Context: an optimization exercise on an open-source flow, tuned for small area. The choices shown serve that exercise and are no tape-out recipe. Only simulation tests tie the RTL to the original design; equivalence was not proved. Power figures rest on the tool's default switching activity, not on a simulated workload.

==> flow/design.v, too long to show whole: its modules and the start of the top module <==
// module goStickMan: 873 lines
module goStickMan(clk, resetn, go, up, down, plot, x, y, colour, HEX2, HEX1, HEX0);
  // ...
==> flow/run.sh <==
#!/bin/bash
# synth_recipe.tcl (not shown) runs the flow's synth.tcl, then flattens the netlist and writes it again
# the make line also repeats each setting of config.mk as NAME=value (left out here)
make -C /OpenROAD-flow-scripts/flow DESIGN_CONFIG=/design/flow/config.mk WORK_HOME=/design/flow/orfs CLKGATE_MAP_FILE= SYNTH_SCRIPT=/design/flow/synth_recipe.tcl finish
==> flow/config.mk <==
export PLATFORM = sky130hd
export DESIGN_NAME = goStickMan
export DESIGN_NICKNAME = goStickMan
export VERILOG_FILES = /design/flow/design.v
export SDC_FILE = /design/flow/constraint.sdc
export NUM_CORES = 8
export LEC_CHECK = 0
export ABC_AREA = 1
export CAP_MARGIN = 20
export CORE_MARGIN = 2
export CORE_UTILIZATION = 30
export SLEW_MARGIN = 20
==> flow/constraint.sdc <==
create_clock -name core_clock -period 20.0 [get_ports {clk}]
set_input_delay 4.0000 -clock core_clock [delete_from_list [all_inputs] [get_ports {clk}]]
set_output_delay 4.0000 -clock core_clock [all_outputs]
set_load 0.01 [all_outputs]
==> impl_metrics.py, run 1 <==
metrics = {
    "global_routing": {
        "antenna_found_initial": 0,
        "gr-usage-all-layers": 0.233,
        "grt_pass1_vias": 10700,
        "grt_use_met1": 0.305,
    },
    "critical_path": {
        "r2r_end": "y[0]",
        "worst_path_max_delay_cell": "clkdlybuf4s50_1",
        "crit_fanout": 9,
        "worst-path-stages": 3,
    },
    "synth": {
        "yosysTopAreaCellShare": 0.145,
        "yosys-top-cells-count": "nand2_1, inv_1, nor2_1",
        "yosys-mux-area-fraction": 0,
        "synth_most_common_cell": "nand2_1",
    },
    "placed_design": {
        "io_buffers": 44,
        "place_ws_ns": 14.33,
    },
    "floorplan": {
        "rows": 65,
        "start_util": 0.306,
    },
    "outcome": {
        "status": "timing/DRC/antenna clean",
    },
    "detailed_routing": {
        "initialDrtViolationCount": 1438,
    },
    "sta": {
        "fin_ws_ns": 14.00,
        "min_period_ns": 6.00,
        "hold_slack_ns": 0.411,
    },
    "layout": {
        "antenna_cells": 1,
        "clock_area_frac": 0.0245,
        "sh_seq_area": 0.141,
        "layout_common_cells": "nand2_1, inv_1, nor2_1",
    },
    "hold_path": {
        "hp-start": "lfsr[1]",
        "whs_path_depth": 2,
    },
    "power": {
        "maxPowerGroup": "combinational logic",
    },
}
==> run 2, diff against run 1 <==
==> flow/design.v (replaced) <==
module goStickMan(clk, resetn, go, up, down, plot, x, y, colour, HEX2, HEX1, HEX0);
  input clk;
  input resetn;
  input go, up, down;
  output reg plot;
  output [7:0] x;
  output [6:0] y;
  output [2:0] colour;
  output [6:0] HEX2, HEX1, HEX0;
  localparam P_W = 3'd0, P_R1 = 3'd1, P_R2 = 3'd2, P_J = 3'd3, P_S = 3'd4, P_E = 3'd5;
  localparam PH_PRE = 2'd0, PH_DRAW = 2'd1, PH_PCLR = 2'd3, PH_CLR = 2'd2;
  localparam S_SC = 4'd0, S_SPR = 4'd4, S_B3 = 4'd11, S_B0 = 4'd8,
             S_PREF = 4'd7, S_PREW = 4'd6;
  reg [2:0] pose;
  reg [1:0] ph;
  reg [3:0] seg;      
  reg [1:0] pass;     
  reg hold;           
  reg [11:0] score;
  reg [4:0] b;        
  reg [3:0] fl;       
  reg [3:0] lfsr;
  reg [7:0] xr;
  reg [6:0] yr;       
  assign colour = {3{ph[0]}};
  wire low = (seg[3:2] == 2'b00);           
  assign x = hold ? ((pose == P_W) ? 8'd48 : 8'd62) : xr;
  assign y = hold ? ((pose == P_W) ? 7'd56 : 7'd48) : yr - (low ? 7'd57 : 7'd17);
  wire game = (pose == P_R1) | (pose == P_R2) | (pose == P_J) | (pose == P_S);
  wire pclr = (ph == PH_PCLR);
  wire active = !pclr || game;
  wire blkseg = seg[3];
  wire [1:0] bj = seg[1:0];                 
  function [3:0] nib; input [1:0] s; input [11:0] sc;
    nib = (s == 2'd1) ? sc[3:0] : (s == 2'd2) ? sc[7:4] : sc[11:8];
  endfunction
  function [7:0] dbx; input [1:0] s;        
    dbx = (s == 2'd1) ? 8'd152 : (s == 2'd2) ? 8'd146 : 8'd140;
  endfunction
  wire [3:0] nseg = (seg == S_PREF) ? S_SC : (seg == S_PREW) ? S_SPR :
                    (seg == S_SPR) ? S_B3 : seg[3] ? seg - 4'd1 : seg + 4'd1;
  wire [3:0] dcur = nib(seg[1:0], score);
  wire [3:0] dnext = nib(nseg[1:0], score);
  wire [2:0] sk = nseg[2:0];
  wire [3:0] sv = nseg[2] ? {1'b0, pose} : dnext;
  wire [7:0] dbase = dbx(seg[1:0]);
  wire [2:0] col = xr[2:0] - dbase[2:0];
  wire rh_n0 = ~xr[0];
  wire rh_n1 = ~xr[1] & rh_n0;
  wire rh_n2 = ~xr[2] & rh_n1;
  wire rh_n3 = ~xr[3] & rh_n2;
  wire rh_n4 = ~xr[6] & rh_n3;
  wire rh_n5 = ~xr[2] & rh_n0;
  wire rh_n6 = ~xr[4] & rh_n5;
  wire rh_n7 = pose[0] ? rh_n6 : rh_n4;
  wire rh_n8 = ~xr[4] & rh_n1;
  wire rh_n9 = ~xr[2];
  wire rh_n10 = ~xr[4] & rh_n9;
  wire rh_n11 = pose[0] ? rh_n10 : rh_n8;
  wire rh_n12 = pose[1] ? rh_n11 : rh_n7;
  wire rh_n13 = ~xr[6] & rh_n0;
  wire rh_n14 = pose[0] ? rh_n13 : rh_n10;
  wire rh_n15 = pose[2] ? rh_n14 : rh_n12;
  wire rh_n16 = xr[0];
  wire rh_n17 = ~xr[1] | rh_n16;
  wire rh_n18 = ~xr[2] | rh_n17;
  wire rh_n19 = xr[1] | rh_n16;
  wire rh_n20 = xr[2] | rh_n19;
  wire rh_n21 = xr[3] ? rh_n20 : rh_n18;
  wire rh_n22 = ~xr[4] | rh_n21;
  wire rh_n23 = xr[2] | rh_n0;
  wire rh_n24 = xr[2];
  wire rh_n25 = xr[3] ? rh_n24 : rh_n23;
  wire rh_n26 = ~xr[4] & rh_n25;
  wire rh_n27 = xr[5] ? rh_n26 : rh_n22;
  wire rh_n28 = ~xr[6] | rh_n27;
  wire rh_n29 = ~pose[0] & rh_n28;
  wire rh_n30 = xr[1] & rh_n0;
  wire rh_n31 = pose[0] & rh_n30;
  wire rh_n32 = pose[1] ? rh_n31 : rh_n29;
  wire rh_n33 = xr[1] ? rh_n16 : rh_n0;
  wire rh_n34 = xr[4] ? rh_n16 : rh_n33;
  wire rh_n35 = ~xr[1] & rh_n16;
  wire rh_n36 = xr[2] ? rh_n35 : rh_n16;
  wire rh_n37 = xr[3] & rh_n36;
  wire rh_n38 = xr[2] & rh_n0;
  wire rh_n39 = xr[3] ? rh_n38 : rh_n9;
  wire rh_n40 = xr[4] ? rh_n39 : rh_n37;
  wire rh_n41 = ~xr[2] & rh_n16;
  wire rh_n42 = xr[5] ? rh_n41 : rh_n40;
  wire rh_n43 = xr[6] & rh_n42;
  wire rh_n44 = pose[0] ? rh_n43 : rh_n34;
  wire rh_n45 = pose[2] ? rh_n44 : rh_n32;
  wire rh_n46 = xr[1];
  wire rh_n47 = xr[2] & rh_n46;
  wire rh_n48 = ~xr[3] & rh_n47;
  wire rh_n49 = xr[4] & rh_n48;
  wire rh_n50 = xr[1] & rh_n16;
  wire rh_n51 = ~xr[2] | rh_n50;
  wire rh_n52 = xr[3] & rh_n51;
  wire rh_n53 = ~xr[4] & rh_n52;
  wire rh_n54 = xr[5] ? rh_n53 : rh_n49;
  wire rh_n55 = xr[6] & rh_n54;
  wire rh_n56 = xr[4] ? rh_n33 : rh_n38;
  wire rh_n57 = pose[0] ? rh_n56 : rh_n55;
  wire rh_n58 = xr[1] | rh_n0;
  wire rh_n59 = xr[4] & rh_n58;
  wire rh_n60 = ~xr[1] | rh_n0;
  wire rh_n61 = xr[4] ? rh_n46 : rh_n60;
  wire rh_n62 = pose[0] ? rh_n61 : rh_n59;
  wire rh_n63 = pose[1] ? rh_n62 : rh_n57;
  wire rh_n64 = ~xr[1];
  wire rh_n65 = xr[2] ? rh_n1 : rh_n64;
  wire rh_n66 = ~xr[3] | rh_n65;
  wire rh_n67 = xr[4] | rh_n66;
  wire rh_n68 = xr[2] | rh_n64;
  wire rh_n69 = xr[5] ? rh_n68 : rh_n67;
  wire rh_n70 = ~xr[6] | rh_n69;
  wire rh_n71 = pose[0] ? rh_n70 : rh_n46;
  wire rh_n72 = pose[2] ? rh_n71 : rh_n63;
  wire rh_n73 = xr[2] ? rh_n0 : rh_n46;
  wire rh_n74 = xr[3] ? rh_n73 : rh_n47;
  wire rh_n75 = xr[4] & rh_n74;
  wire rh_n76 = xr[5] ? rh_n53 : rh_n75;
  wire rh_n77 = xr[6] & rh_n76;
  wire rh_n78 = xr[2] & rh_n64;
  wire rh_n79 = xr[4] ? rh_n33 : rh_n78;
  wire rh_n80 = pose[0] ? rh_n79 : rh_n77;
  wire rh_n81 = xr[4] ? rh_n58 : rh_n50;
  wire rh_n82 = xr[1] ? rh_n0 : rh_n16;
  wire rh_n83 = xr[4] ? rh_n58 : rh_n82;
  wire rh_n84 = pose[0] ? rh_n83 : rh_n81;
  wire rh_n85 = pose[1] ? rh_n84 : rh_n80;
  wire rh_n86 = ~xr[4] | rh_n19;
  wire rh_n87 = ~xr[2] & rh_n35;
  wire rh_n88 = xr[3] & rh_n87;
  wire rh_n89 = ~xr[3] & rh_n5;
  wire rh_n90 = xr[4] ? rh_n89 : rh_n88;
  wire rh_n91 = ~xr[2] & rh_n64;
  wire rh_n92 = xr[5] ? rh_n91 : rh_n90;
  wire rh_n93 = xr[6] & rh_n92;
  wire rh_n94 = pose[0] ? rh_n93 : rh_n86;
  wire rh_n95 = pose[2] ? rh_n94 : rh_n85;
  wire rh_n96 = xr[2] & rh_n50;
  wire rh_n97 = xr[2] ? rh_n64 : rh_n58;
  wire rh_n98 = xr[3] ? rh_n97 : rh_n96;
  wire rh_n99 = xr[4] ? rh_n74 : rh_n98;
  wire rh_n100 = xr[2] ? rh_n64 : rh_n1;
  wire rh_n101 = ~xr[2] | rh_n46;
  wire rh_n102 = xr[3] ? rh_n101 : rh_n100;
  wire rh_n103 = ~xr[4] & rh_n102;
  wire rh_n104 = xr[5] ? rh_n103 : rh_n99;
  wire rh_n105 = xr[6] & rh_n104;
  wire rh_n106 = xr[4] ? rh_n16 : rh_n24;
  wire rh_n107 = pose[0] ? rh_n106 : rh_n105;
  wire rh_n108 = xr[4] ? rh_n46 : rh_n17;
  wire rh_n109 = xr[4] ? rh_n58 : rh_n60;
  wire rh_n110 = pose[0] ? rh_n109 : rh_n108;
  wire rh_n111 = pose[1] ? rh_n110 : rh_n107;
  wire rh_n112 = xr[2] | rh_n58;
  wire rh_n113 = ~xr[3] | rh_n112;
  wire rh_n114 = xr[2] | rh_n16;
  wire rh_n115 = xr[3] | rh_n114;
  wire rh_n116 = xr[4] ? rh_n115 : rh_n113;
  wire rh_n117 = xr[2] | rh_n46;
  wire rh_n118 = xr[5] ? rh_n117 : rh_n116;
  wire rh_n119 = ~xr[6] | rh_n118;
  wire rh_n120 = pose[0] ? rh_n119 : rh_n86;
  wire rh_n121 = pose[2] ? rh_n120 : rh_n111;
  wire rh_n122 = ~xr[2] | rh_n60;
  wire rh_n123 = xr[2] ? rh_n46 : rh_n35;
  wire rh_n124 = xr[3] ? rh_n123 : rh_n122;
  wire rh_n125 = ~xr[2] | rh_n64;
  wire rh_n126 = xr[2] ? rh_n16 : rh_n64;
  wire rh_n127 = xr[3] ? rh_n126 : rh_n125;
  wire rh_n128 = xr[4] ? rh_n127 : rh_n124;
  wire rh_n129 = xr[2] ? rh_n46 : rh_n19;
  wire rh_n130 = xr[3] ? rh_n78 : rh_n129;
  wire rh_n131 = xr[4] | rh_n130;
  wire rh_n132 = xr[5] ? rh_n131 : rh_n128;
  wire rh_n133 = ~xr[6] | rh_n132;
  wire rh_n134 = xr[4] ? rh_n17 : rh_n24;
  wire rh_n135 = pose[0] ? rh_n134 : rh_n133;
  wire rh_n136 = xr[4] ? rh_n35 : rh_n50;
  wire rh_n137 = pose[0] ? rh_n136 : rh_n81;
  wire rh_n138 = pose[1] ? rh_n137 : rh_n135;
  wire rh_n139 = ~xr[2] | rh_n16;
  wire rh_n140 = xr[3] ? rh_n139 : rh_n23;
  wire rh_n141 = ~xr[4] | rh_n140;
  wire rh_n142 = xr[5] | rh_n141;
  wire rh_n143 = ~xr[6] | rh_n142;
  wire rh_n144 = pose[0] ? rh_n143 : rh_n86;
  wire rh_n145 = pose[2] ? rh_n144 : rh_n138;
  wire rh_n146 = xr[4] ? rh_n30 : rh_n9;
  wire rh_n147 = pose[0] & rh_n146;
  wire rh_n148 = xr[4] ? rh_n35 : rh_n30;
  wire rh_n149 = ~pose[0] & rh_n148;
  wire rh_n150 = pose[1] ? rh_n149 : rh_n147;
  wire rh_n151 = xr[4] & rh_n1;
  wire rh_n152 = ~pose[0] & rh_n151;
  wire rh_n153 = pose[2] ? rh_n152 : rh_n150;
  wire rh_n154 = xr[3] | rh_n18;
  wire rh_n155 = xr[3] ? rh_n51 : rh_n18;
  wire rh_n156 = ~xr[2] | rh_n19;
  wire rh_n157 = xr[3] | rh_n156;
  wire rh_n158 = xr[4] ? rh_n157 : rh_n155;
  wire rh_n159 = xr[3] ? rh_n156 : rh_n18;
  wire rh_n160 = xr[4] | rh_n159;
  wire rh_n161 = xr[5] ? rh_n160 : rh_n158;
  wire rh_n162 = xr[6] ? rh_n161 : rh_n154;
  wire rh_n163 = pose[0] | rh_n162;
  wire rh_n164 = pose[1] | rh_n163;
  wire rh_n165 = ~xr[3] | rh_n20;
  wire rh_n166 = xr[3] ? rh_n139 : rh_n114;
  wire rh_n167 = xr[4] ? rh_n166 : rh_n165;
  wire rh_n168 = xr[5] | rh_n167;
  wire rh_n169 = ~xr[6] | rh_n168;
  wire rh_n170 = ~pose[0] | rh_n169;
  wire rh_n171 = pose[2] ? rh_n170 : rh_n164;
  wire rh_n172 = xr[2] & rh_n30;
  wire rh_n173 = xr[3] ? rh_n24 : rh_n172;
  wire rh_n174 = xr[2] ? rh_n30 : rh_n1;
  wire rh_n175 = xr[2] & rh_n60;
  wire rh_n176 = xr[3] ? rh_n175 : rh_n174;
  wire rh_n177 = xr[2] & rh_n1;
  wire rh_n178 = xr[3] ? rh_n38 : rh_n177;
  wire rh_n179 = xr[4] ? rh_n178 : rh_n176;
  wire rh_n180 = xr[3] ? rh_n177 : rh_n172;
  wire rh_n181 = ~xr[4] & rh_n180;
  wire rh_n182 = xr[5] ? rh_n181 : rh_n179;
  wire rh_n183 = xr[6] ? rh_n182 : rh_n173;
  wire rh_n184 = ~pose[0] & rh_n183;
  wire rh_n185 = ~pose[1] & rh_n184;
  wire rh_n186 = ~pose[2] & rh_n185;
  wire rh_n187 = xr[3] & rh_n2;
  wire rh_n188 = xr[3] ? rh_n38 : rh_n5;
  wire rh_n189 = xr[4] ? rh_n188 : rh_n187;
  wire rh_n190 = ~xr[5] & rh_n189;
  wire rh_n191 = xr[6] & rh_n190;
  wire rh_n192 = pose[0] & rh_n191;
  wire rh_n193 = pose[2] & rh_n192;
  wire rh_n194 = ~xr[2] & rh_n50;
  wire rh_n195 = xr[3] & rh_n194;
  wire rh_n196 = ~xr[4] & rh_n195;
  wire rh_n197 = ~xr[5] & rh_n196;
  wire rh_n198 = xr[6] & rh_n197;
  wire rh_n199 = pose[0] & rh_n198;
  wire rh_n200 = pose[2] & rh_n199;
  wire rh_n201 = xr[2] ? rh_n1 : rh_n30;
  wire rh_n202 = ~xr[3] | rh_n201;
  wire rh_n203 = xr[2] ? rh_n1 : rh_n16;
  wire rh_n204 = xr[3] ? rh_n68 : rh_n203;
  wire rh_n205 = xr[4] ? rh_n204 : rh_n202;
  wire rh_n206 = xr[5] | rh_n205;
  wire rh_n207 = ~xr[6] | rh_n206;
  wire rh_n208 = pose[0] & rh_n207;
  wire rh_n209 = pose[2] & rh_n208;
  wire rh_n210 = xr[3] & rh_n35;
  wire rh_n211 = xr[2] ? rh_n16 : rh_n0;
  wire rh_n212 = xr[3] ? rh_n73 : rh_n211;
  wire rh_n213 = xr[4] ? rh_n212 : rh_n210;
  wire rh_n214 = ~xr[5] & rh_n213;
  wire rh_n215 = xr[6] ? rh_n214 : rh_n0;
  wire rh_n216 = pose[0] & rh_n215;
  wire rh_n217 = pose[2] & rh_n216;
  wire rh_n218 = xr[2] & rh_n19;
  wire rh_n219 = xr[4] ? rh_n64 : rh_n218;
  wire rh_n220 = pose[0] & rh_n219;
  wire rh_n221 = xr[4] ? rh_n64 : rh_n19;
  wire rh_n222 = pose[0] ? rh_n219 : rh_n221;
  wire rh_n223 = pose[1] ? rh_n222 : rh_n220;
  wire rh_n224 = xr[2] ? rh_n46 : rh_n1;
  wire rh_n225 = xr[3] & rh_n224;
  wire rh_n226 = xr[4] ? rh_n212 : rh_n225;
  wire rh_n227 = ~xr[5] & rh_n226;
  wire rh_n228 = xr[6] ? rh_n227 : rh_n0;
  wire rh_n229 = pose[0] & rh_n228;
  wire rh_n230 = pose[2] ? rh_n229 : rh_n223;
  wire rh_n231 = xr[4] ? rh_n30 : rh_n177;
  wire rh_n232 = pose[0] & rh_n231;
  wire rh_n233 = xr[4] ? rh_n46 : rh_n1;
  wire rh_n234 = pose[0] ? rh_n231 : rh_n233;
  wire rh_n235 = pose[1] ? rh_n234 : rh_n232;
  wire rh_n236 = pose[2] ? rh_n229 : rh_n235;
  wire rh_n237 = xr[3] | rh_n20;
  wire rh_n238 = xr[3] ? rh_n117 : rh_n211;
  wire rh_n239 = xr[4] ? rh_n238 : rh_n237;
  wire rh_n240 = xr[5] | rh_n239;
  wire rh_n241 = xr[6] ? rh_n240 : rh_n0;
  wire rh_n242 = pose[0] & rh_n241;
  wire rh_n243 = pose[2] ? rh_n242 : rh_n235;
  wire rh_n244 = xr[3] ? rh_n224 : rh_n24;
  wire rh_n245 = xr[4] ? rh_n212 : rh_n244;
  wire rh_n246 = ~xr[5] & rh_n245;
  wire rh_n247 = xr[6] ? rh_n246 : rh_n0;
  wire rh_n248 = pose[0] & rh_n247;
  wire rh_n249 = pose[2] ? rh_n248 : rh_n235;
  wire rh_n250 = xr[4] & rh_n46;
  wire rh_n251 = pose[0] ? rh_n219 : rh_n250;
  wire rh_n252 = pose[1] ? rh_n251 : rh_n232;
  wire rh_n253 = pose[2] ? rh_n248 : rh_n252;
  wire rh_n254 = ~xr[2] | rh_n1;
  wire rh_n255 = xr[3] ? rh_n2 : rh_n254;
  wire rh_n256 = ~xr[4] | rh_n255;
  wire rh_n257 = xr[3] & rh_n100;
  wire rh_n258 = xr[4] | rh_n257;
  wire rh_n259 = xr[5] ? rh_n258 : rh_n256;
  wire rh_n260 = ~xr[6] | rh_n259;
  wire rh_n261 = pose[0] ? rh_n219 : rh_n260;
  wire rh_n262 = ~xr[4] | rh_n64;
  wire rh_n263 = ~xr[4] & rh_n96;
  wire rh_n264 = pose[0] ? rh_n263 : rh_n262;
  wire rh_n265 = pose[1] ? rh_n264 : rh_n261;
  wire rh_n266 = pose[2] ? rh_n248 : rh_n265;
  wire rh_n267 = xr[3] ? rh_n117 : rh_n174;
  wire rh_n268 = xr[3] ? rh_n122 : rh_n2;
  wire rh_n269 = xr[2] & rh_n33;
  wire rh_n270 = xr[3] ? rh_n24 : rh_n269;
  wire rh_n271 = xr[4] ? rh_n270 : rh_n268;
  wire rh_n272 = xr[2] ? rh_n17 : rh_n58;
  wire rh_n273 = xr[2] ? rh_n60 : rh_n35;
  wire rh_n274 = xr[3] ? rh_n273 : rh_n272;
  wire rh_n275 = xr[4] | rh_n274;
  wire rh_n276 = xr[5] ? rh_n275 : rh_n271;
  wire rh_n277 = xr[6] ? rh_n276 : rh_n267;
  wire rh_n278 = pose[0] ? rh_n263 : rh_n277;
  wire rh_n279 = ~xr[4] & rh_n50;
  wire rh_n280 = pose[1] ? rh_n279 : rh_n278;
  wire rh_n281 = pose[2] ? rh_n248 : rh_n280;
  wire rh_n282 = xr[3] ? rh_n24 : rh_n38;
  wire rh_n283 = xr[4] ? rh_n282 : rh_n268;
  wire rh_n284 = xr[2] ? rh_n60 : rh_n58;
  wire rh_n285 = xr[2] ? rh_n60 : rh_n46;
  wire rh_n286 = xr[3] ? rh_n285 : rh_n284;
  wire rh_n287 = xr[4] | rh_n286;
  wire rh_n288 = xr[5] ? rh_n287 : rh_n283;
  wire rh_n289 = xr[6] ? rh_n288 : rh_n267;
  wire rh_n290 = pose[0] ? rh_n263 : rh_n289;
  wire rh_n291 = pose[0] | rh_n279;
  wire rh_n292 = pose[1] ? rh_n291 : rh_n290;
  wire rh_n293 = ~xr[3] | rh_n224;
  wire rh_n294 = xr[4] ? rh_n173 : rh_n293;
  wire rh_n295 = xr[5] | rh_n294;
  wire rh_n296 = ~xr[6] | rh_n295;
  wire rh_n297 = pose[0] & rh_n296;
  wire rh_n298 = pose[2] ? rh_n297 : rh_n292;
  wire rh_n299 = xr[3] ? rh_n24 : rh_n78;
  wire rh_n300 = xr[4] ? rh_n299 : rh_n268;
  wire rh_n301 = xr[5] ? rh_n287 : rh_n300;
  wire rh_n302 = xr[6] ? rh_n301 : rh_n267;
  wire rh_n303 = pose[0] ? rh_n263 : rh_n302;
  wire rh_n304 = ~pose[0] & rh_n279;
  wire rh_n305 = pose[1] ? rh_n304 : rh_n303;
  wire rh_n306 = ~pose[2] & rh_n305;
  wire rh_n307 = xr[3] ? rh_n117 : rh_n284;
  wire rh_n308 = ~xr[3] | rh_n122;
  wire rh_n309 = xr[3] ? rh_n24 : rh_n177;
  wire rh_n310 = xr[4] ? rh_n309 : rh_n308;
  wire rh_n311 = xr[5] ? rh_n287 : rh_n310;
  wire rh_n312 = xr[6] ? rh_n311 : rh_n307;
  wire rh_n313 = xr[4] ? rh_n64 : rh_n47;
  wire rh_n314 = pose[0] ? rh_n313 : rh_n312;
  wire rh_n315 = xr[4] ? rh_n1 : rh_n46;
  wire rh_n316 = pose[0] ? rh_n221 : rh_n315;
  wire rh_n317 = pose[1] ? rh_n316 : rh_n314;
  wire rh_n318 = ~pose[2] & rh_n317;
  wire rh_n319 = xr[2] ? rh_n60 : rh_n1;
  wire rh_n320 = xr[3] ? rh_n117 : rh_n319;
  wire rh_n321 = xr[3] ? rh_n122 : rh_n24;
  wire rh_n322 = xr[4] ? rh_n299 : rh_n321;
  wire rh_n323 = xr[3] ? rh_n122 : rh_n112;
  wire rh_n324 = xr[4] | rh_n323;
  wire rh_n325 = xr[5] ? rh_n324 : rh_n322;
  wire rh_n326 = xr[6] ? rh_n325 : rh_n320;
  wire rh_n327 = xr[2] & rh_n16;
  wire rh_n328 = xr[4] ? rh_n35 : rh_n327;
  wire rh_n329 = pose[0] ? rh_n328 : rh_n326;
  wire rh_n330 = xr[4] ? rh_n35 : rh_n17;
  wire rh_n331 = ~pose[0] & rh_n330;
  wire rh_n332 = pose[1] ? rh_n331 : rh_n329;
  wire rh_n333 = ~pose[2] & rh_n332;
  wire rh_n334 = ~xr[2] & rh_n46;
  wire rh_n335 = xr[3] ? rh_n334 : rh_n319;
  wire rh_n336 = xr[3] ? rh_n125 : rh_n112;
  wire rh_n337 = xr[4] | rh_n336;
  wire rh_n338 = xr[5] ? rh_n337 : rh_n322;
  wire rh_n339 = xr[6] ? rh_n338 : rh_n335;
  wire rh_n340 = xr[4] ? rh_n30 : rh_n269;
  wire rh_n341 = pose[0] ? rh_n340 : rh_n339;
  wire rh_n342 = pose[1] ? rh_n331 : rh_n341;
  wire rh_n343 = ~pose[2] & rh_n342;
  wire rh_n344 = xr[4] ? rh_n24 : rh_n321;
  wire rh_n345 = xr[3] | rh_n24;
  wire rh_n346 = xr[4] | rh_n345;
  wire rh_n347 = xr[5] ? rh_n346 : rh_n344;
  wire rh_n348 = xr[6] ? rh_n347 : rh_n320;
  wire rh_n349 = xr[2] ? rh_n50 : rh_n16;
  wire rh_n350 = xr[4] ? rh_n50 : rh_n349;
  wire rh_n351 = pose[0] ? rh_n350 : rh_n348;
  wire rh_n352 = pose[1] ? rh_n330 : rh_n351;
  wire rh_n353 = xr[4] | rh_n293;
  wire rh_n354 = ~xr[2] & rh_n60;
  wire rh_n355 = xr[5] ? rh_n354 : rh_n353;
  wire rh_n356 = ~xr[6] | rh_n355;
  wire rh_n357 = pose[0] & rh_n356;
  wire rh_n358 = pose[2] ? rh_n357 : rh_n352;
  wire rh_n359 = ~xr[4] & rh_n349;
  wire rh_n360 = pose[1] ? rh_n330 : rh_n359;
  wire rh_n361 = xr[4] ? rh_n39 : rh_n244;
  wire rh_n362 = xr[5] ? rh_n194 : rh_n361;
  wire rh_n363 = xr[6] ? rh_n362 : rh_n0;
  wire rh_n364 = pose[0] & rh_n363;
  wire rh_n365 = pose[2] ? rh_n364 : rh_n360;
  wire rh_n366 = xr[2] & rh_n17;
  wire rh_n367 = ~xr[4] & rh_n366;
  wire rh_n368 = pose[1] ? rh_n330 : rh_n367;
  wire rh_n369 = xr[5] ? rh_n24 : rh_n361;
  wire rh_n370 = xr[6] ? rh_n369 : rh_n0;
  wire rh_n371 = pose[0] & rh_n370;
  wire rh_n372 = pose[2] ? rh_n371 : rh_n368;
  wire rh_n373 = ~xr[4] & rh_n47;
  wire rh_n374 = ~xr[4] & rh_n46;
  wire rh_n375 = pose[1] ? rh_n374 : rh_n373;
  wire rh_n376 = pose[0] ? rh_n370 : rh_n219;
  wire rh_n377 = pose[2] ? rh_n376 : rh_n375;
  wire rh_n378 = xr[4] ? rh_n1 : rh_n96;
  wire rh_n379 = pose[1] ? rh_n279 : rh_n378;
  wire rh_n380 = pose[0] ? rh_n363 : rh_n231;
  wire rh_n381 = pose[2] ? rh_n380 : rh_n379;
  wire rh_n382 = pose[1] ? rh_n279 : rh_n263;
  wire rh_n383 = xr[4] | rh_n244;
  wire rh_n384 = xr[5] ? rh_n354 : rh_n383;
  wire rh_n385 = xr[6] ? rh_n384 : rh_n0;
  wire rh_n386 = pose[0] ? rh_n385 : rh_n231;
  wire rh_n387 = pose[2] ? rh_n386 : rh_n382;
  wire rh_n388 = xr[3] ? rh_n24 : rh_n9;
  wire rh_n389 = xr[4] ? rh_n388 : rh_n244;
  wire rh_n390 = ~xr[5] & rh_n389;
  wire rh_n391 = xr[6] ? rh_n390 : rh_n0;
  wire rh_n392 = pose[0] ? rh_n391 : rh_n231;
  wire rh_n393 = pose[2] & rh_n392;
  wire rh_n394 = xr[4] ? rh_n1 : rh_n47;
  wire rh_n395 = xr[4] ? rh_n0 : rh_n46;
  wire rh_n396 = pose[1] ? rh_n395 : rh_n394;
  wire rh_n397 = ~xr[3] & rh_n24;
  wire rh_n398 = xr[4] ? rh_n388 : rh_n397;
  wire rh_n399 = ~xr[5] & rh_n398;
  wire rh_n400 = xr[6] ? rh_n399 : rh_n0;
  wire rh_n401 = pose[0] ? rh_n400 : rh_n231;
  wire rh_n402 = pose[2] ? rh_n401 : rh_n396;
  wire rh_n403 = pose[1] & rh_n395;
  wire rh_n404 = pose[0] ? rh_n400 : rh_n219;
  wire rh_n405 = pose[2] ? rh_n404 : rh_n403;
  wire rh_n406 = xr[4] ? rh_n64 : rh_n327;
  wire rh_n407 = xr[4] ? rh_n16 : rh_n46;
  wire rh_n408 = pose[1] ? rh_n407 : rh_n406;
  wire rh_n409 = pose[0] ? rh_n400 : rh_n263;
  wire rh_n410 = pose[2] ? rh_n409 : rh_n408;
  wire rh_n411 = xr[4] & rh_n30;
  wire rh_n412 = pose[1] ? rh_n407 : rh_n411;
  wire rh_n413 = xr[4] | rh_n47;
  wire rh_n414 = pose[2] ? rh_n413 : rh_n412;
  wire rh_n415 = xr[4] ? rh_n50 : rh_n24;
  wire rh_n416 = pose[1] ? rh_n407 : rh_n415;
  wire rh_n417 = ~xr[4] & rh_n327;
  wire rh_n418 = pose[2] ? rh_n417 : rh_n416;
  wire rh_n419 = xr[4] & rh_n16;
  wire rh_n420 = pose[1] & rh_n419;
  wire rh_n421 = pose[2] ? rh_n263 : rh_n420;
  wire rh_n422 = xr[4] ? rh_n46 : rh_n16;
  wire rh_n423 = ~xr[4] | rh_n16;
  wire rh_n424 = pose[1] ? rh_n423 : rh_n422;
  wire rh_n425 = ~xr[4] & rh_n30;
  wire rh_n426 = pose[2] ? rh_n425 : rh_n424;
  wire rh_n427 = ~xr[4];
  wire rh_n428 = pose[1] & rh_n427;
  wire rh_n429 = ~pose[2] & rh_n428;
  wire rh_n430 = ~pose[2];
  wire [42:0] rh = {1'b0, rh_n430, rh_n429, rh_n426, rh_n421, rh_n418, rh_n414, rh_n410, rh_n405, rh_n402, rh_n393, rh_n387, rh_n381, rh_n377, rh_n372, rh_n365, rh_n358, rh_n343, rh_n333, rh_n318, rh_n306, rh_n298, rh_n281, rh_n266, rh_n253, rh_n249, rh_n243, rh_n236, rh_n236, rh_n230, rh_n217, rh_n209, rh_n200, rh_n193, rh_n186, rh_n171, rh_n153, rh_n145, rh_n121, rh_n95, rh_n72, rh_n45, rh_n15};
  wire rs_n0 = ~xr[4];
  wire rs_n1 = ~xr[2] & rs_n0;
  wire rs_n2 = xr[1] & rs_n1;
  wire rs_n3 = xr[3] & rs_n2;
  wire rs_n4 = xr[0];
  wire rs_n5 = ~xr[2] & rs_n4;
  wire rs_n6 = ~xr[1] & rs_n5;
  wire rs_n7 = xr[3] & rs_n6;
  wire rs_n8 = ~xr[0];
  wire rs_n9 = xr[2] | rs_n8;
  wire rs_n10 = xr[1] | rs_n9;
  wire rs_n11 = ~xr[3] | rs_n10;
  wire rs_n12 = ~xr[1];
  wire rs_n13 = xr[1];
  wire rs_n14 = xr[2] & rs_n4;
  wire rs_n15 = xr[1] | rs_n14;
  wire rs_n16 = xr[1] | rs_n5;
  wire rs_n17 = xr[3] ? rs_n16 : rs_n15;
  wire rs_n18 = xr[3] | rs_n15;
  wire rs_n19 = xr[0] & rs_n0;
  wire rs_n20 = xr[2] & rs_n19;
  wire rs_n21 = xr[4];
  wire rs_n22 = xr[2] | rs_n21;
  wire rs_n23 = xr[1] ? rs_n22 : rs_n20;
  wire rs_n24 = xr[3] ? rs_n23 : rs_n15;
  wire [27:0] rs = {1'b0, 1'b0, 1'b0, 1'b0, 1'b0, 1'b0, 1'b0, 1'b0, 1'b0, 1'b0, 1'b0, 1'b0, 1'b0, 1'b0, rs_n24, rs_n18, rs_n17, 1'b1, 1'b0, rs_n13, rs_n12, 1'b0, 1'b0, 1'b0, rs_n11, rs_n7, rs_n7, rs_n3};
  wire rd_n0 = ~col[2];
  wire rd_n1 = pass[0];
  wire rd_n2 = dcur[0] & rd_n1;
  wire rd_n3 = ~dcur[3] & rd_n2;
  wire rd_n4 = ~dcur[1] & rd_n3;
  wire rd_n5 = ~dcur[2] & rd_n4;
  wire rd_n6 = col[1] ? rd_n5 : rd_n0;
  wire rd_n7 = dcur[0];
  wire rd_n8 = ~dcur[3] & rd_n7;
  wire rd_n9 = ~pass[1];
  wire rd_n10 = ~pass[0] & rd_n9;
  wire rd_n11 = dcur[0] & rd_n10;
  wire rd_n12 = dcur[1] ? rd_n11 : rd_n8;
  wire rd_n13 = ~dcur[2] & rd_n12;
  wire rd_n14 = ~col[1] & rd_n13;
  wire rd_n15 = col[0] ? rd_n14 : rd_n6;
  wire rd_n16 = ~dcur[0];
  wire rd_n17 = ~dcur[1] | rd_n16;
  wire rd_n18 = ~dcur[2] | rd_n17;
  wire rd_n19 = pass[1];
  wire rd_n20 = pass[0] | rd_n19;
  wire rd_n21 = ~dcur[0] | rd_n20;
  wire rd_n22 = ~dcur[1] | rd_n21;
  wire rd_n23 = dcur[2] ? rd_n17 : rd_n22;
  wire rd_n24 = col[1] ? rd_n23 : rd_n18;
  wire rd_n25 = dcur[1] & rd_n16;
  wire rd_n26 = ~dcur[1] | rd_n7;
  wire rd_n27 = dcur[2] ? rd_n26 : rd_n25;
  wire rd_n28 = col[1] | rd_n27;
  wire rd_n29 = col[0] ? rd_n28 : rd_n24;
  wire rd_n30 = dcur[1] & rd_n7;
  wire rd_n31 = dcur[2] & rd_n30;
  wire rd_n32 = ~dcur[1] & rd_n16;
  wire rd_n33 = dcur[2] & rd_n32;
  wire rd_n34 = col[1] ? rd_n33 : rd_n31;
  wire rd_n35 = col[0] ? rd_n33 : rd_n34;
  wire rd_n36 = dcur[1] & rd_n11;
  wire rd_n37 = dcur[1] ? rd_n7 : rd_n16;
  wire rd_n38 = dcur[2] ? rd_n37 : rd_n36;
  wire rd_n39 = col[1] ? rd_n38 : rd_n31;
  wire rd_n40 = dcur[2] & rd_n37;
  wire rd_n41 = col[1] ? rd_n33 : rd_n40;
  wire rd_n42 = col[0] ? rd_n41 : rd_n39;
  wire rd_n43 = dcur[1] ? rd_n16 : rd_n7;
  wire rd_n44 = dcur[2] ? rd_n43 : rd_n22;
  wire rd_n45 = col[1] ? rd_n44 : rd_n18;
  wire rd_n46 = ~dcur[2] | rd_n43;
  wire rd_n47 = dcur[1] | rd_n7;
  wire rd_n48 = ~dcur[2] | rd_n47;
  wire rd_n49 = col[1] ? rd_n48 : rd_n46;
  wire rd_n50 = col[0] ? rd_n49 : rd_n45;
  wire rd_n51 = ~col[2] | rd_n7;
  wire rd_n52 = dcur[1] ? rd_n7 : rd_n51;
  wire rd_n53 = dcur[2] & rd_n52;
  wire rd_n54 = dcur[2] ? rd_n47 : rd_n22;
  wire rd_n55 = col[1] ? rd_n54 : rd_n53;
  wire rd_n56 = dcur[3] | rd_n16;
  wire rd_n57 = dcur[1] | rd_n56;
  wire rd_n58 = dcur[2] ? rd_n47 : rd_n57;
  wire rd_n59 = dcur[2] | rd_n57;
  wire rd_n60 = col[1] ? rd_n59 : rd_n58;
  wire rd_n61 = col[0] ? rd_n60 : rd_n55;
  wire rd_n62 = dcur[1] | rd_n0;
  wire rd_n63 = ~dcur[2] | rd_n62;
  wire rd_n64 = ~dcur[1] & rd_n8;
  wire rd_n65 = ~dcur[2] & rd_n64;
  wire rd_n66 = col[1] ? rd_n65 : rd_n63;
  wire rd_n67 = col[1] ? rd_n33 : rd_n65;
  wire rd_n68 = col[0] ? rd_n67 : rd_n66;
  wire rd_n69 = col[2];
  wire rd_n70 = ~dcur[1] | rd_n69;
  wire rd_n71 = dcur[1] ? rd_n51 : rd_n0;
  wire rd_n72 = dcur[2] ? rd_n71 : rd_n70;
  wire rd_n73 = col[1] ? rd_n65 : rd_n72;
  wire rd_n74 = col[1] & rd_n33;
  wire rd_n75 = col[0] ? rd_n74 : rd_n73;
  wire rd_n76 = dcur[2] ? rd_n0 : rd_n70;
  wire rd_n77 = col[1] ? rd_n65 : rd_n76;
  wire rd_n78 = col[0] ? rd_n74 : rd_n77;
  wire rd_n79 = ~dcur[3] | rd_n7;
  wire rd_n80 = col[2] & rd_n16;
  wire rd_n81 = dcur[1] ? rd_n80 : rd_n79;
  wire rd_n82 = dcur[2] ? rd_n0 : rd_n81;
  wire rd_n83 = dcur[3] ? rd_n16 : rd_n7;
  wire rd_n84 = dcur[1] ? rd_n7 : rd_n83;
  wire rd_n85 = dcur[2] ? rd_n43 : rd_n84;
  wire rd_n86 = col[1] ? rd_n85 : rd_n82;
  wire rd_n87 = dcur[3] & rd_n16;
  wire rd_n88 = ~dcur[1] & rd_n87;
  wire rd_n89 = dcur[2] ? rd_n47 : rd_n88;
  wire rd_n90 = dcur[1] ? rd_n7 : rd_n87;
  wire rd_n91 = dcur[2] | rd_n90;
  wire rd_n92 = col[1] ? rd_n91 : rd_n89;
  wire rd_n93 = col[0] ? rd_n92 : rd_n86;
  wire rd_n94 = ~dcur[3] | rd_n16;
  wire rd_n95 = col[2] | rd_n94;
  wire rd_n96 = col[2] & rd_n7;
  wire rd_n97 = dcur[1] ? rd_n96 : rd_n95;
  wire rd_n98 = dcur[1] | rd_n69;
  wire rd_n99 = dcur[2] ? rd_n98 : rd_n97;
  wire rd_n100 = ~dcur[1] & rd_n7;
  wire rd_n101 = dcur[2] ? rd_n30 : rd_n100;
  wire rd_n102 = col[1] ? rd_n101 : rd_n99;
  wire rd_n103 = dcur[3] & rd_n7;
  wire rd_n104 = ~dcur[1] & rd_n103;
  wire rd_n105 = ~dcur[2] & rd_n104;
  wire rd_n106 = dcur[1] ? rd_n16 : rd_n103;
  wire rd_n107 = dcur[2] ? rd_n32 : rd_n106;
  wire rd_n108 = col[1] ? rd_n107 : rd_n105;
  wire rd_n109 = col[0] ? rd_n108 : rd_n102;
  wire rd_n110 = dcur[1] ? rd_n16 : rd_n8;
  wire rd_n111 = dcur[2] ? rd_n30 : rd_n110;
  wire rd_n112 = col[1] ? rd_n111 : rd_n99;
  wire rd_n113 = col[0] ? rd_n74 : rd_n112;
  wire rd_n114 = dcur[2] ? rd_n30 : rd_n64;
  wire rd_n115 = col[1] ? rd_n114 : rd_n99;
  wire rd_n116 = ~dcur[2] & rd_n25;
  wire rd_n117 = col[1] ? rd_n33 : rd_n116;
  wire rd_n118 = col[0] ? rd_n117 : rd_n115;
  wire rd_n119 = ~dcur[2];
  wire rd_n120 = col[1] ? rd_n114 : rd_n119;
  wire rd_n121 = col[0] ? rd_n74 : rd_n120;
  wire [27:0] rd = {1'b0, rd_n121, rd_n118, rd_n113, rd_n109, rd_n93, rd_n78, rd_n75, rd_n68, rd_n61, 1'b0, 1'b0, 1'b0, 1'b0, 1'b0, 1'b0, 1'b0, 1'b0, 1'b0, 1'b0, 1'b1, 1'b0, rd_n50, rd_n42, rd_n35, 1'b0, rd_n29, rd_n15};
  wire st_n0 = ~sv[0];
  wire st_n1 = ~sv[1] | st_n0;
  wire st_n2 = sv[2] | st_n1;
  wire st_n3 = sv[0];
  wire st_n4 = sv[3] ? st_n3 : st_n2;
  wire st_n5 = sk[0] & st_n4;
  wire st_n6 = sk[1] ? st_n4 : st_n5;
  wire st_n7 = ~sk[2] & st_n6;
  wire st_n8 = sv[3] & st_n0;
  wire st_n9 = sk[0] & st_n8;
  wire st_n10 = sk[1] ? st_n8 : st_n9;
  wire st_n11 = ~sk[2] & st_n10;
  wire st_n12 = sv[2] ? st_n0 : st_n1;
  wire st_n13 = sv[3] ? st_n3 : st_n12;
  wire st_n14 = sk[0] & st_n13;
  wire st_n15 = sk[1] ? st_n13 : st_n14;
  wire st_n16 = ~sv[2] & st_n0;
  wire st_n17 = sk[2] ? st_n16 : st_n15;
  wire st_n18 = sv[1] & st_n0;
  wire st_n19 = ~sv[1];
  wire st_n20 = sv[2] ? st_n19 : st_n18;
  wire st_n21 = ~sv[3] & st_n20;
  wire st_n22 = sk[0] & st_n21;
  wire st_n23 = sk[1] ? st_n21 : st_n22;
  wire st_n24 = sv[1];
  wire st_n25 = sv[2] ? st_n3 : st_n24;
  wire st_n26 = sk[2] ? st_n25 : st_n23;
  wire st_n27 = ~sv[2] & st_n24;
  wire st_n28 = ~sv[3] & st_n27;
  wire st_n29 = ~sk[0] | st_n28;
  wire st_n30 = sk[1] ? st_n28 : st_n29;
  wire st_n31 = ~sv[1] & st_n3;
  wire st_n32 = ~sv[2] & st_n31;
  wire st_n33 = sk[2] ? st_n32 : st_n30;
  wire st_n34 = sv[1] | st_n0;
  wire st_n35 = sv[2] ? st_n1 : st_n34;
  wire st_n36 = sv[3] ? st_n3 : st_n35;
  wire st_n37 = sk[0] & st_n36;
  wire st_n38 = sk[1] ? st_n36 : st_n37;
  wire st_n39 = sk[2] ? st_n3 : st_n38;
  wire st_n40 = sv[1] & st_n3;
  wire st_n41 = sv[2] ? st_n40 : st_n31;
  wire st_n42 = sv[3] ? st_n0 : st_n41;
  wire st_n43 = sk[0] & st_n42;
  wire st_n44 = sk[1] ? st_n42 : st_n43;
  wire st_n45 = sv[2] ? st_n3 : st_n1;
  wire st_n46 = sk[2] ? st_n45 : st_n44;
  wire st_n47 = sv[2] & st_n0;
  wire st_n48 = sk[2] & st_n47;
  wire st_n49 = ~sv[2] & st_n18;
  wire st_n50 = ~sv[3] & st_n49;
  wire st_n51 = ~sk[0] | st_n50;
  wire st_n52 = sk[1] ? st_n50 : st_n51;
  wire st_n53 = sv[2] ? st_n0 : st_n3;
  wire st_n54 = sk[2] ? st_n53 : st_n52;
  wire st_n55 = sv[2] ? st_n40 : st_n3;
  wire st_n56 = ~sv[3] & st_n55;
  wire st_n57 = sk[0] & st_n56;
  wire st_n58 = sv[2] ? st_n1 : st_n0;
  wire st_n59 = sv[3] | st_n58;
  wire st_n60 = sk[0] ? st_n56 : st_n59;
  wire st_n61 = sk[1] ? st_n60 : st_n57;
  wire st_n62 = sv[1] | st_n3;
  wire st_n63 = sv[2] ? st_n0 : st_n62;
  wire st_n64 = sk[2] ? st_n63 : st_n61;
  wire st_n65 = ~sk[0] | st_n8;
  wire st_n66 = sv[3] ? st_n0 : st_n55;
  wire st_n67 = ~sv[3] | st_n3;
  wire st_n68 = sk[0] ? st_n67 : st_n66;
  wire st_n69 = sk[1] ? st_n68 : st_n65;
  wire st_n70 = sv[2] & st_n3;
  wire st_n71 = sk[2] ? st_n70 : st_n69;
  wire st_n72 = sk[0] & st_n67;
  wire st_n73 = ~sk[1] | st_n72;
  wire st_n74 = ~sk[2] & st_n73;
  wire st_n75 = ~sk[1] | st_n65;
  wire st_n76 = ~sv[2] | st_n0;
  wire st_n77 = sk[2] ? st_n76 : st_n75;
  wire st_n78 = ~sv[1] & st_n0;
  wire st_n79 = sv[2] ? st_n3 : st_n78;
  wire st_n80 = sk[2] & st_n79;
  wire st_n81 = ~sk[2];
  wire [16:0] st = {st_n81, st_n80, st_n80, st_n77, st_n74, st_n71, st_n64, st_n54, 1'b1, st_n48, st_n46, st_n39, st_n33, st_n26, st_n17, st_n11, st_n7};
  wire df_n0 = dcur[0];
  wire df_n1 = ~dcur[0];
  wire df_n2 = dcur[1] ? df_n1 : df_n0;
  wire df_n3 = ~dcur[3] & df_n2;
  wire df_n4 = dcur[1] ? df_n0 : df_n1;
  wire df_n5 = dcur[2] ? df_n4 : df_n3;
  wire df_n6 = dcur[1] & df_n0;
  wire df_n7 = dcur[2] & df_n6;
  wire df_n8 = ~dcur[1] & df_n1;
  wire df_n9 = dcur[2] & df_n8;
  wire df_n10 = ~dcur[2] | df_n2;
  wire df_n11 = ~dcur[1] & df_n0;
  wire df_n12 = ~dcur[3] & df_n11;
  wire df_n13 = ~dcur[2] & df_n12;
  wire df_n14 = dcur[1] | df_n1;
  wire df_n15 = dcur[3] | df_n14;
  wire df_n16 = dcur[2] | df_n15;
  wire [6:0] df = {df_n16, df_n13, df_n13, df_n10, df_n9, df_n7, df_n5};
  wire h0_n0 = score[2];
  wire h0_n1 = ~score[1] & h0_n0;
  wire h0_n2 = ~score[3];
  wire h0_n3 = ~score[2] & h0_n2;
  wire h0_n4 = ~score[1] & h0_n3;
  wire h0_n5 = score[0] ? h0_n4 : h0_n1;
  wire h0_n6 = score[1] & h0_n0;
  wire h0_n7 = score[0] ? h0_n1 : h0_n6;
  wire h0_n8 = ~score[2];
  wire h0_n9 = score[1] & h0_n8;
  wire h0_n10 = ~score[0] & h0_n9;
  wire h0_n11 = score[1] ? h0_n0 : h0_n8;
  wire h0_n12 = score[0] ? h0_n11 : h0_n1;
  wire h0_n13 = score[0] | h0_n1;
  wire h0_n14 = score[1] | h0_n3;
  wire h0_n15 = score[0] ? h0_n14 : h0_n9;
  wire h0_n16 = score[1] ? h0_n0 : h0_n3;
  wire h0_n17 = score[0] ? h0_n16 : h0_n4;
  wire [6:0] h0 = {h0_n17, h0_n15, h0_n13, h0_n12, h0_n10, h0_n7, h0_n5};
  wire h1_n0 = score[6];
  wire h1_n1 = ~score[5] & h1_n0;
  wire h1_n2 = ~score[7];
  wire h1_n3 = ~score[6] & h1_n2;
  wire h1_n4 = ~score[5] & h1_n3;
  wire h1_n5 = score[4] ? h1_n4 : h1_n1;
  wire h1_n6 = score[5] & h1_n0;
  wire h1_n7 = score[4] ? h1_n1 : h1_n6;
  wire h1_n8 = ~score[6];
  wire h1_n9 = score[5] & h1_n8;
  wire h1_n10 = ~score[4] & h1_n9;
  wire h1_n11 = score[5] ? h1_n0 : h1_n8;
  wire h1_n12 = score[4] ? h1_n11 : h1_n1;
  wire h1_n13 = score[4] | h1_n1;
  wire h1_n14 = score[5] | h1_n3;
  wire h1_n15 = score[4] ? h1_n14 : h1_n9;
  wire h1_n16 = score[5] ? h1_n0 : h1_n3;
  wire h1_n17 = score[4] ? h1_n16 : h1_n4;
  wire [6:0] h1 = {h1_n17, h1_n15, h1_n13, h1_n12, h1_n10, h1_n7, h1_n5};
  wire h2_n0 = score[10];
  wire h2_n1 = ~score[9] & h2_n0;
  wire h2_n2 = ~score[11];
  wire h2_n3 = ~score[10] & h2_n2;
  wire h2_n4 = ~score[9] & h2_n3;
  wire h2_n5 = score[8] ? h2_n4 : h2_n1;
  wire h2_n6 = score[9] & h2_n0;
  wire h2_n7 = score[8] ? h2_n1 : h2_n6;
  wire h2_n8 = ~score[10];
  wire h2_n9 = score[9] & h2_n8;
  wire h2_n10 = ~score[8] & h2_n9;
  wire h2_n11 = score[9] ? h2_n0 : h2_n8;
  wire h2_n12 = score[8] ? h2_n11 : h2_n1;
  wire h2_n13 = score[8] | h2_n1;
  wire h2_n14 = score[9] | h2_n3;
  wire h2_n15 = score[8] ? h2_n14 : h2_n9;
  wire h2_n16 = score[9] ? h2_n0 : h2_n3;
  wire h2_n17 = score[8] ? h2_n16 : h2_n4;
  wire [6:0] h2 = {h2_n17, h2_n15, h2_n13, h2_n12, h2_n10, h2_n7, h2_n5};
  reg [42:0] t;
  always @(*) begin
    if (!low) t = rh;
    else if (seg[1:0] == 2'd0) t = {15'd0, rs};
    else t = {15'd0, rd};
  end
  wire [32:0] m = t[42:10];
  wire [2:0] dxn = t[9:7];
  wire [5:0] ytn = t[6:1];
  wire last = t[0];
  wire [32:0] thermo = ~(33'h1ffffffff << yr[5:0]);
  reg [32:0] below;
  reg [5:0] rn;
  integer k;
  always @(*) begin
    for (k = 0; k < 33; k = k + 1) below[k] = m[k] & thermo[k];
    rn = 6'd0;
    for (k = 0; k < 33; k = k + 1) if (below[k]) rn = k;
  end
  wire any = |below;
  wire end_scan = !any & last;
  wire col_end = (xr[2:0] == {b[1:0], 1'b0});
  wire row_end = (yr[3:0] == (fl[bj] ? 4'd9 : 4'd2));
  wire wrap = low && (seg[1:0] != 2'd0) && (pass != 2'd2);
  wire seg_end = (seg == S_PREF) || (seg == S_PREW) || (blkseg ? (col_end & row_end) : (end_scan & !wrap));
  wire frame_end = (seg == S_SPR && pose == P_W && xr == 8'd48 && yr == 7'd74) ||
                   (seg == S_SPR && pose == P_E && xr == 8'd62 && yr == 7'd66) ||
                   (seg == S_B0 && row_end && xr[2:0] == {b[1:0], 1'b1});
  reg [7:0] nx; reg [6:0] ny; reg [1:0] npass;
  always @(*) begin
    npass = pass;
    if (pclr) begin  
      if (col_end) begin nx = xr + 8'd4; ny = yr - 7'd1; end
      else begin nx = xr - 8'd1; ny = yr; end
    end else if (seg_end) begin
      if (!nseg[3]) begin nx = st[16:9]; ny = st[8:2]; npass = st[1:0]; end
      else if (nseg == S_B3) begin nx = {b, 1'b0} + 8'd124; ny = fl[3] ? 7'd71 : 7'd96; end
      else begin nx = xr - 8'd36; ny = fl[nseg[1:0]] ? 7'd71 : 7'd96; end
    end else if (blkseg) begin
      if (col_end) begin nx = xr + 8'd4; ny = yr - 7'd1; end
      else begin nx = xr - 8'd1; ny = yr; end
    end else if (end_scan) begin  
      npass = pass + 2'd1;
      if (pass == 2'd0) begin nx = dbase + 8'd1; ny = 7'd81; end
      else begin nx = dbase + df[6:4]; ny = 7'd72 + df[3:0]; end
    end else if (any) begin nx = xr; ny = {1'b1, rn}; end
    else begin nx = xr - {5'd0, dxn}; ny = {1'b1, ytn}; end
  end
  wire collide = game & (ph == PH_CLR) & (b >= 5'd4) & (b <= 5'd9) & (fl[0] ? (pose != P_S) : (pose != P_J));
  reg [2:0] npose; reg [1:0] nph; reg [3:0] nsg; reg nhold;
  always @(*) begin
    npose = pose; nph = ph; nhold = hold;
    nsg = (active && seg_end) ? nseg : seg;
    case (ph)
      PH_PRE: begin nph = PH_DRAW; nsg = (pose == P_W) ? S_PREW : S_PREF; nhold = 1'b0; end
      PH_DRAW: begin
        if (frame_end) begin
          if (pose != P_W || go) begin nph = PH_PCLR; nhold = 1'b0; end
          else begin nhold = 1'b1; nsg = S_PREW; end
        end
      end
      PH_PCLR: begin
        nsg = (pose == P_W) ? S_PREW : S_PREF;
        if (pose == P_W) begin if (!go) nph = PH_CLR; end
        else if (pose == P_E) begin if (go) nph = PH_CLR; end
        else if (col_end && yr == (fl[0] ? 7'd65 : 7'd90)) nph = PH_CLR;
      end
      default: begin  
        if (pose == P_E) begin
          if (frame_end) begin
            if (!go) begin npose = P_W; nph = PH_PRE; nhold = 1'b0; end
            else begin nhold = 1'b1; nsg = S_PREF; end
          end
        end else if (frame_end) begin
          nph = PH_PRE;
          if (pose == P_W) npose = P_R1;
          else if (collide) npose = P_E;
          else if (up) npose = P_J;
          else if (down) npose = P_S;
          else if (pose == P_R1) npose = P_R2;
          else npose = P_R1;
        end
      end
    endcase
  end
  always @(posedge clk) begin
    if (!resetn) begin
      pose <= P_W; ph <= PH_PRE;
    end else begin
      pose <= npose; ph <= nph;
    end
    seg <= nsg; hold <= nhold;
    if (active) begin xr <= nx; yr <= ny; pass <= npass; end
  end
  always @(posedge clk) begin
    if (!resetn) plot <= 1'b0;
    else plot <= (ph == PH_DRAW) | (ph == PH_CLR) | (ph == PH_PCLR && pose == P_W);
  end
  wire score_inc = game & (ph == PH_CLR) & frame_end & !collide & (b < 5'd3);
  always @(posedge clk) begin
    if (!resetn || (pose == P_W && ph == PH_DRAW)) score <= 12'd0;
    else if (score_inc) begin
      score[3:0] <= score[3:0] + 4'd1;
      if (score[3:0] == 4'd9) begin score[7:4] <= score[7:4] + 4'd1; score[3:0] <= 4'd0; end
      if (score[7:4] == 4'd9) begin score[7:4] <= 4'd0; score[11:8] <= score[11:8] + 4'd1; end
      if (score[11:8] == 4'd9) score[11:8] <= 4'd0;
    end
  end
  wire brst = !resetn || (pose == P_W && (ph == PH_PRE || ph == PH_DRAW));
  always @(posedge clk) begin
    if (brst) begin
      b <= 5'd25; fl <= 4'b1010; lfsr <= 4'd0;
    end else begin
      lfsr <= {lfsr[2:0], ~(lfsr[3] ^ lfsr[2])};
      if (game && ph == PH_PRE) begin
        if (b < 5'd3) begin b <= b + 5'd17; fl <= {lfsr[0], fl[3:1]}; end
        else b <= b - 5'd3;
      end
    end
  end
  assign HEX0 = h0;
  assign HEX1 = h1;
  assign HEX2 = h2;
endmodule
==> flow/flow/run.sh (new file) <==
#!/bin/bash
# Own layout flow: the standard ORFS flow (standard.sh), with two synthesis changes:
#  - the half/full adder cells are kept out (DONT_USE_CELLS), so Yosys's adder extraction
#    leaves that logic to ABC instead of fixing it into adder cells;
#  - ABC maps with flow/abc_area.script (several choice-based area mapping rounds).
# Everything else (registers, floorplan, power grid, placement, CTS, routing) is the standard flow.
set -euo pipefail
here=$(pwd)
cp config.mk own_config.mk
echo 'export DONT_USE_CELLS += sky130_fd_sc_hd__ha_1 sky130_fd_sc_hd__fa_1' >> own_config.mk
# synthesis script: synth_recipe.tcl with ABC's script swapped
sed "s#source \$::env(SCRIPTS_DIR)/synth.tcl#source $here/flow/own_synth.tcl#" synth_recipe.tcl > own_synth_top.tcl
sed -e "s#DESIGN_CONFIG=[^ ]*#DESIGN_CONFIG=$here/own_config.mk#" \
    -e "s#SYNTH_SCRIPT=[^ ]*#SYNTH_SCRIPT=$here/own_synth_top.tcl#" standard.sh > own_standard.sh
export OWN_ABC_SCRIPT=$here/flow/abc_area.script
bash own_standard.sh > flow_make.log 2>&1
==> flow/flow/abc_area.script (new file) <==
strash
&get -n
&fraig -x
&put
scorr
dc2
strash
&get -n
&dch -f
&nf -a 
&put
strash
&get -n
&dch -f
&nf -a 
&put
strash
&get -n
&dch -f
&nf -a 
&put
strash
&get -n
&dch -f
&nf -a 
&put
strash
&get -n
&dch -f
&nf -a 
&put
strash
&get -n
&dch -f
&nf -a 
&put
strash
&get -n
&dch -f
&nf -a 
&put
strash
&get -n
&dch -f
&nf -a 
&put
strash
&get -n
&dch -f
&nf -a 
&put
strash
&get -n
&dch -f
&nf -a 
&put
topo
stime -c
upsize -c
dnsize -c
==> flow/flow/own_synth.tcl (new file) <==
# ORFS's synth.tcl, read and run unchanged except that its ABC call uses $OWN_ABC_SCRIPT.
set own_f [open $::env(SCRIPTS_DIR)/synth.tcl]
set own_txt [read $own_f]
close $own_f
set own_old {log_cmd abc {*}$abc_args}
if { [string first $own_old $own_txt] < 0 } { error "own_synth.tcl: ABC call not found in synth.tcl" }
set own_txt [string map [list $own_old {log_cmd abc -script $::env(OWN_ABC_SCRIPT) {*}[lrange $abc_args 2 end]}] $own_txt]
eval $own_txt
==> flow/standard.sh (new file) <==
#!/bin/bash
# synth_recipe.tcl (not shown) runs the flow's synth.tcl, then flattens the netlist and writes it again
# the make line also repeats each setting of config.mk as NAME=value (left out here)
make -C /OpenROAD-flow-scripts/flow DESIGN_CONFIG=/design/flow/config.mk WORK_HOME=/design/flow/orfs CLKGATE_MAP_FILE= SYNTH_SCRIPT=/design/flow/synth_recipe.tcl "${@:-finish}"
removed: flow/run.sh
==> run 2 against run 1 <==
  * Core utilization rose by 1.0 points
  * Final area fell by 22%
  * Critical path depth rose by 5
  * Clock-buffer cell count fell by 3
  * Combinational power fell by 16%
  * Setup slack got worse by 1.4 ns
  * Area after synthesis fell by 24%
  * Via count fell by 16%
  * Clock power fell by 37%
  * First-iteration DRC count rose by 4.5%
  * Final cell count fell by 24%
  * Clock skew rose by 0.0036 ns
  * Largest cell class unchanged
==> impl_metrics.py, run 2 <==
metrics = {
    "detailed_routing": {
        "dr.pass1.iters": 6,
        "num_vias": 9744,
        "routed_wl_um": 34200,
        "drc": 0,
        "vias_per_cell": 6.37,
        "wire_per_inst_um": 22.4,
        "initialDrtViolationCount": 1503,
        "final_antenna_net_count": 0,
    },
    "critical_path": {
        "endpoint_kind": "output port",
        "crit_fanout": 23,
        "crit_arrival_ns": 3.38,
        "r2r_slack_ns": 13.21,
        "cp.required_ns": 16.00,
        "r2r_end": "xr[1]",
        "reg2regPathDepth": 17,
        "critical_path_class": "reg -> out",
        "critPathLaunchType": "flip-flop",
        "r2r-start": "seg[1]",
    },
    "synth": {
        "synth_most_common_cell": "nor2_1",
        "synth_compound_area_frac": 0.399,
        "yosysTopAreaCellShare": 0.101,
        "yosys-mux-area-fraction": 0.00719,
        "yosys_warnings": 1,
        "avgSynthCellArea_sq_um": 6.30,
        "synth_top_family_by_area": "compound AO/OA/AOI/OAI gates",
        "syn_inst": 1159,
        "synth.distinct_cells": 78,
        "synth_area_leaders": "a21oi_1, dfxtp_1, o21ai_0",
        "yosys.area_share.simple": 0.342,
        "ys_ff_latch": 53,
        "yosysSeqAreaShare": 0.170,
        "syn_nets": 1164,
        "synthXorXnorAreaFrac": 0.0438,
        "async_flop_share": 0,
        "synth_flop_cell": "dfxtp_1",
        "synthAdderAreaFrac": 0,
        "synth.cell_area_sq_um": 7310,
        "synth_edf_count": 18,
        "yosysTopAreaCell": "a21oi_1",
        "yosys-top-cells-count": "nor2_1, nand2_1, a21oi_1",
    },
    "global_routing": {
        "grt_pass1_wl_um": 52600,
        "antenna_found_initial": 0,
        "gr-usage-all-layers": 0.258,
        "grt_max_degree": 46,
        "grt_pass1_vias": 9111,
        "grt_overflow": 0,
    },
    "floorplan": {
        "die_width_um": 160,
        "design.die.area_sq_um": 25600,
        "pin_count": 45,
        "rows": 57,
        "start_util": 0.303,
        "die_h_um": 160,
        "coreArea_sq_um": 24100,
    },
    "layout": {
        "final_common_cell": "nor2_1",
        "postLayoutCoreUtil": 0.342,
        "syn_to_final_growth_pct": 12.9,
        "nFillCells": 2781,
        "antenna_cells": 0,
        "largest_register_ffs": 12,
        "regMostFlops": "score",
        "fin_nets": 1209,
        "reg_top3": "score: 12 flops, xr: 8 flops, yr: 7 flops",
        "drive_gt1_frac": 0.0324,
        "layout_common_cells": "nor2_1, nand2_1, a21oi_1",
        "fin_cells": 1529,
    },
    "hold_path": {
        "min_to": "lfsr[1]",
        "hp-start": "lfsr[0]",
        "hold_class": "reg -> reg",
        "whs_path_depth": 2,
    },
    "sta": {
        "worst_pin_slew_ns": 1.06,
        "finClkSkew_ns": 0.00957,
        "setup_violations": 0,
        "setup_tns_ns": 0,
        "fin_crit_sh": 0.369,
        "hold_slack_ns": 0.436,
        "fmaxAchievable_ghz": 0.135,
        "max_slew_margin": 0.286,
        "finalMaxSlewViolations": 0,
        "min_period_ns": 7.38,
        "rsz0062_at_grt": "false",
        "hold_violations": 0,
    },
    "clocking": {
        "clk_pin_slew_ns": 0.07,
        "root_buffer": "clkbuf_16",
        "numCtsBuffers": 5,
        "post_cts_resized": 0,
        "cts_hold_buf": 0,
        "clkLatencyLatePin_ns": 0.30,
        "post-cts-setup-buffers": 0,
        "cts_buffer_depth": 2,
        "h-tree-depth": 2,
        "cts_sinks": 53,
        "cts_tree": "done",
    },
    "placed_design": {
        "gp_congestion": 1.05,
        "dp.final_hpwl_um": 25800,
        "io_buffers": 44,
        "dp.cells": 1521,
    },
    "power": {
        "p_leak_nw": 2.81,
        "ir_drop_mv": 0.0592,
        "finalPower_mw": 1.59,
        "power_density_nw_per_um2": 192,
    },
    "flow_run": {
        "drv_cap": 0,
    },
    "outcome": {
        "status": "timing/DRC/antenna clean",
    },
}
[run 2: cell families (layout without fill, tap and decap cells)]
logic type,count (synthesis),count (layout)
multiplexers,4,4
buffers and inverters,50,96
flip-flops,53,53
XOR/XNOR,34,34
AO/OA/AOI/OAI,473,473
AND/OR/NAND/NOR,545,545
[run 2: worst max-delay path by stage]
stage	to	startpoint	slack, ns	depth (start not counted)
3_5_place_dp	y[6]	seg[3]	13.00	8
3_3_place_gp	y[6]	seg[3]	13.11	8
6_report	y[6]	seg[3]	12.62	8
5_1_grt	y[6]	seg[3]	12.32	8
2_1_floorplan	y[6]	seg[3]	13.92	7
4_1_cts	y[6]	seg[3]	12.67	8
[run 2: where the power goes]
group | internal, mW | total, mW | switching (mW)
clock network | 0.0481 | 0.0873 | 0.0393
registers | 0.151 | 0.204 | 0.0527
logic | 0.409 | 1.30 | 0.886
[run 2: metrics by stage]
step	setup WS, ns	area (sq um)
floorplan	13.92	7310
global placement	13.11	8110
detailed placement	13.00	8110
CTS	12.67	8250
global route	12.32	8250
finish	12.62	8250
[run 2: metal layers]
metal | up-vias | track usage | part of all wire
met1 | 4553 | 0.340 | 0.40
met4 | 0 | 0.127 | 0.056
met2 | 627 | 0.415 | 0.44
met5 | - | 0 | 0
met3 | 133 | 0.0377 | 0.096
li1 | 4431 | - | -
[run 2: final cells by class]
type,instances,area [sq um],area share
inverter,26,97.6,0.0118
tap,324,405,0.0492
sequential,53,1240,0.150
multi-input combinational,1056,5790,0.702
timing repair buffer,62,576,0.0698
clock buffer,8,140,0.0170
[run 2: critical path, cell delays in order, from the launching register on]
cell and delay [ns]:
dfxtp_1 0.85, or2_0 0.68, nand2_1 0.16, nand2_1 0.12
and3_1 0.21, o21ai_0 0.12, and3_1 0.22, nor3_1 0.13
clkdlybuf4s50_1 0.56

port drivers added, routing unchanged:
In the flow no input, the clock included, has a driving cell. The finished layouts below were timed again as built, in two steps.
Step 1 sets driving cells, clkbuf_16 on the clock port and buf_2 on the other inputs (assumed; they add their load-dependent delay and slew).
Step 2, shift: input delay + t, output delay - t, t = (earliest + latest rising clock arrival at the registers) / 2. This alone moves slack from input paths to output paths.
Slacks: ideal / step 1 / step 2; pairs: ideal / step 1.
| run | t, ns | setup WS [ns] | hold slack, ns | worst slew at a driven data input, ns | pins driven straight from the clock port |
|---|---|---|---|---|---|
| run 1 | 0.377 | 13.999 / 13.956 / 14.250 | 0.411 / 0.411 / 0.411 | 0.03 | 1 |
| run 2 | 0.336 | 12.620 / 12.581 / 12.917 | 0.436 / 0.436 / 0.436 | 0.03 | 1 |
After both steps setup and hold are still met in every run listed.
